This is an optimization exercise on Yosys and OpenROAD, whose aim is a short achievable clock period and few clock cycles, not a production implementation. In this exercise RTL edits were held to simulation tests only and were not proved equivalent to the original. Power and IR drop assume default switching activity.

## 08-11
==> module npc_sel, before the edit <==
module npc_sel (
    input  logic        rstn,
    input  logic        sel_de, mis_e, stall_d, jr_d,
    input  logic [31:0] alt_e, pc_f, tgt_pb_d, tgt_jalr_d,
    input  logic        jal_f, bwd_f, ntz_f, pj_f, pr_f,
    input  logic        sgn,               
    input  logic [20:0] lo_j,
    input  logic        cj,
    input  logic [10:0] hj, hj_p, hj_m,
    input  logic [12:0] lo_b,
    input  logic        cb,
    input  logic [18:0] hb, hb_m,
    input  logic [11:0] lo_r,
    input  logic        cr,
    input  logic [19:0] hr, hr_p, hr_m,
    input  logic [31:0] ras, pc4_f,
    output logic [31:0] pc_next,
    output logic [31:0] pco_next
);
  logic [31:0] pc_de, tr;
  logic [10:0] hj0, hj1;
  assign pc_de = mis_e ? alt_e : stall_d ? pc_f : jr_d ? {tgt_jalr_d[31:1], 1'b0} : tgt_pb_d;
  assign hj0   = sgn ? hj_m : hj;
  assign hj1   = sgn ? hj : hj_p;
  assign tr    = {(cr ? (sgn ? hr : hr_p) : (sgn ? hr_m : hr)), lo_r[11:1], 1'b0};
  logic [31:0] base;
  assign base  = pj_f ? tr : pr_f ? ras : pc4_f;
  npc_last u_last (.rstn(rstn), .sel_de(sel_de), .pc_de(pc_de), .base(base),
                   .sj(jal_f), .cj(cj), .hj0(hj0), .hj1(hj1), .lo_j(lo_j),
                   .sb(bwd_f & ~ntz_f), .cb(cb), .hb0(hb_m), .hb1(hb), .lo_b(lo_b),
                   .pc_next(pc_next), .pco_next(pco_next));
endmodule
==> module npc_last, before the edit <==
module npc_last (
    input  logic        rstn,
    input  logic        sel_de,
    input  logic [31:0] pc_de, base,
    input  logic        sj, cj,
    input  logic [10:0] hj0, hj1,
    input  logic [20:0] lo_j,
    input  logic        sb, cb,
    input  logic [18:0] hb0, hb1,
    input  logic [12:0] lo_b,
    output logic [31:0] pc_next,
    output logic [31:0] pco_next
);
  localparam logic [31:0] RESET_PC = 32'h8000_0000;
  logic [31:0] e, x0, x1, y0, y1, n;
  logic        uj, ub;
  assign e  = sel_de ? pc_de : base;
  assign uj = ~sel_de & sj;
  assign ub = ~sel_de & ~sj & sb;
  assign x0 = {hj0, lo_j};
  assign x1 = {hj1, lo_j};
  assign y0 = {hb0, lo_b};
  assign y1 = {hb1, lo_b};
  assign n  = uj ? (cj ? x1 : x0) : ub ? (cb ? y1 : y0) : e;
  assign pc_next  = n;
  assign pco_next = rstn ? n : RESET_PC;
endmodule
==> flow/config.mk <==
export PLATFORM = sky130hd
export DESIGN_NAME = core_model
export DESIGN_NICKNAME = core_model
export VERILOG_FILES = /design/flow/design.v
export SDC_FILE = /design/flow/constraint.sdc
export NUM_CORES = 4
export LEC_CHECK = 0
export CAP_MARGIN = 20
export CORE_MARGIN = 2
export CORE_UTILIZATION = 50
export SLEW_MARGIN = 20
export SYNTH_HIERARCHICAL = 1
==> flow/constraint.sdc <==
create_clock -name core_clock -period 25.0 [get_ports {clk_i}]
set_input_delay 5.0000 -clock core_clock [delete_from_list [all_inputs] [get_ports {clk_i}]]
set_output_delay 5.0000 -clock core_clock [all_outputs]
set_load 0.01 [all_outputs]
standard.sh (not shown) runs the stock make flow with config.mk's settings and CLKGATE_MAP_FILE= SYNTH_SCRIPT=/design/flow/synth_recipe.tcl, a recipe that flattens the netlist after the stock synthesis.
==> flow/flow/run.sh <==
#!/bin/bash
# The standard ORFS layout (standard.sh), tuned for speed:
#  - gates may be resized to any footprint,
#  - no full-adder cell extraction in synthesis (abc maps all logic).
# The registers are those of the standard synthesis.
set -euo pipefail
bash standard.sh SETUP_SLACK_MARGIN=19 MATCH_CELL_FOOTPRINT=0 ADDER_MAP_FILE= finish > standard_flow.log 2>&1
Testbench counts of 08-11, summed over its fixed seeds: cycles 79,146.
## Diff of input files: 10-13 against 08-11
==> flow/design.v, changed modules only <==
module npc_sel (
    input  logic        rstn,
    input  logic        sel_de, mis_e, stall_d, jr_d,
    input  logic [31:0] alt_e, pc_f, tgt_pb_d, tgt_jalr_d,
    input  logic        jal_f, bwd_f, ntz_f, pj_f, pr_f,
    input  logic        sgn,               
    input  logic [20:0] lo_j,
    input  logic        cj,
    input  logic [10:0] hj, hj_p, hj_m,
    input  logic [12:0] lo_b,
    input  logic        cb,
    input  logic [18:0] hb, hb_m,
    input  logic [11:0] lo_r,
    input  logic        cr,
    input  logic [19:0] hr, hr_p, hr_m,
    input  logic [31:0] ras, pc4_f,
    output logic [31:0] pc_next,
    output logic [31:0] pco_next
);
  logic [31:0] pc_de, pc_fo, tb, tr;
  logic [10:0] hj0, hj1;
  logic        sj;
  assign pc_de = mis_e ? alt_e : stall_d ? pc_f : jr_d ? {tgt_jalr_d[31:1], 1'b0} : tgt_pb_d;
  assign hj0   = sgn ? hj_m : hj;
  assign hj1   = sgn ? hj : hj_p;
  assign tb    = {(cb ? hb : hb_m), lo_b};      
  assign tr    = {(cr ? (sgn ? hr : hr_p) : (sgn ? hr_m : hr)), lo_r[11:1], 1'b0};
  logic [31:0] base;
  assign base  = pj_f ? tr : pr_f ? ras : pc4_f;
  assign pc_fo = (bwd_f & ~ntz_f) ? tb : base;
  assign sj    = jal_f;
  npc_last u_last (.rstn(rstn), .sel_de(sel_de), .pc_de(pc_de), .sj(sj), .cj(cj), .hj0(hj0),
                   .hj1(hj1), .lo_j(lo_j), .pc_fo(pc_fo), .pc_next(pc_next), .pco_next(pco_next));
endmodule
module npc_last (
    input  logic        rstn,
    input  logic        sel_de,
    input  logic [31:0] pc_de,
    input  logic        sj, cj,
    input  logic [10:0] hj0, hj1,
    input  logic [20:0] lo_j,
    input  logic [31:0] pc_fo,
    output logic [31:0] pc_next,
    output logic [31:0] pco_next
);
  localparam logic [31:0] RESET_PC = 32'h8000_0000;
  logic [31:0] e;
  logic [10:0] e0, e1, r0, r1;
  logic [20:0] er;
  logic        use_lo, use_lo_r;
  assign e        = sel_de ? pc_de : pc_fo;
  assign use_lo   = ~sel_de & sj;
  assign use_lo_r = rstn & use_lo;
  assign e0 = use_lo ? hj0 : e[31:21];
  assign e1 = use_lo ? hj1 : e[31:21];
  assign r0 = rstn ? e0 : RESET_PC[31:21];
  assign r1 = rstn ? e1 : RESET_PC[31:21];
  assign er = rstn ? e[20:0] : RESET_PC[20:0];
  assign pc_next  = {(cj ? e1 : e0), (use_lo ? lo_j : e[20:0])};
  assign pco_next = {(cj ? r1 : r0), (use_lo_r ? lo_j : er)};
endmodule
### Flow results
Comparing 10-13 and 08-11, global routing usage on met3 is higher on 10-13. On sequential power, 10-13 and 08-11 are neck and neck. 10-13 | stages: all done | timing, DRC, antenna: all pass. When 10-13 is measured against 08-11, its setup slack turns out 0.11 ns lower. Going from 08-11 to 10-13, clock power now smaller, area of the core now larger, sum of internal, switching and leakage power now smaller. From 08-11 to 10-13 the numbers moved as follows: number of non-clock inverters +0.96%; share of the clock period used by the worst path shows an increase of 0.43 points. As of 10-13, highest clock rate had fallen slightly compared to 08-11. Between 10-13 and 08-11, it is 10-13 whose worst hold margin is lower, by 0.027 ns. Relative to 08-11, post-CTS resize count has decreased by 65 in 10-13. Minimum clock period after layout ends up higher on 10-13.
Testbench counts of 10-13, summed over its fixed seeds: cycles 79,146.

[afterwards: timing with drivers on the ports]
The results above use ideal ports. As a check the final layouts listed here were re-extracted and re-timed, cells and wires unchanged.
Step 1 sets driving cells, clkbuf_16 on the clock port and buf_2 on the other inputs (assumed; they add their load-dependent delay and slew).
Step 2 adds t to the input delays and takes it off the output delays; t is the mean of the earliest and latest rising clock arrival at the registers after step 1. Input paths then give back, and output paths get back, about the clock's delay inside the block.
Three values: no drivers, after step 1, after step 2; two values: the first two.
| run | t, ns | setup slack, ns | pins driven straight from the clock port |
|---|---|---|---|
| 08-11 | 0.929 | 18.247 / 18.247 / 17.453 | 1 |
| 10-13 | 0.944 | 18.140 / 18.198 / 17.254 | 1 |
After both steps setup and hold are still met in every run listed. For 10-13, which loses most, drivers alone change the setup slack by +0.058 ns; drivers and shift together by -0.886 ns.
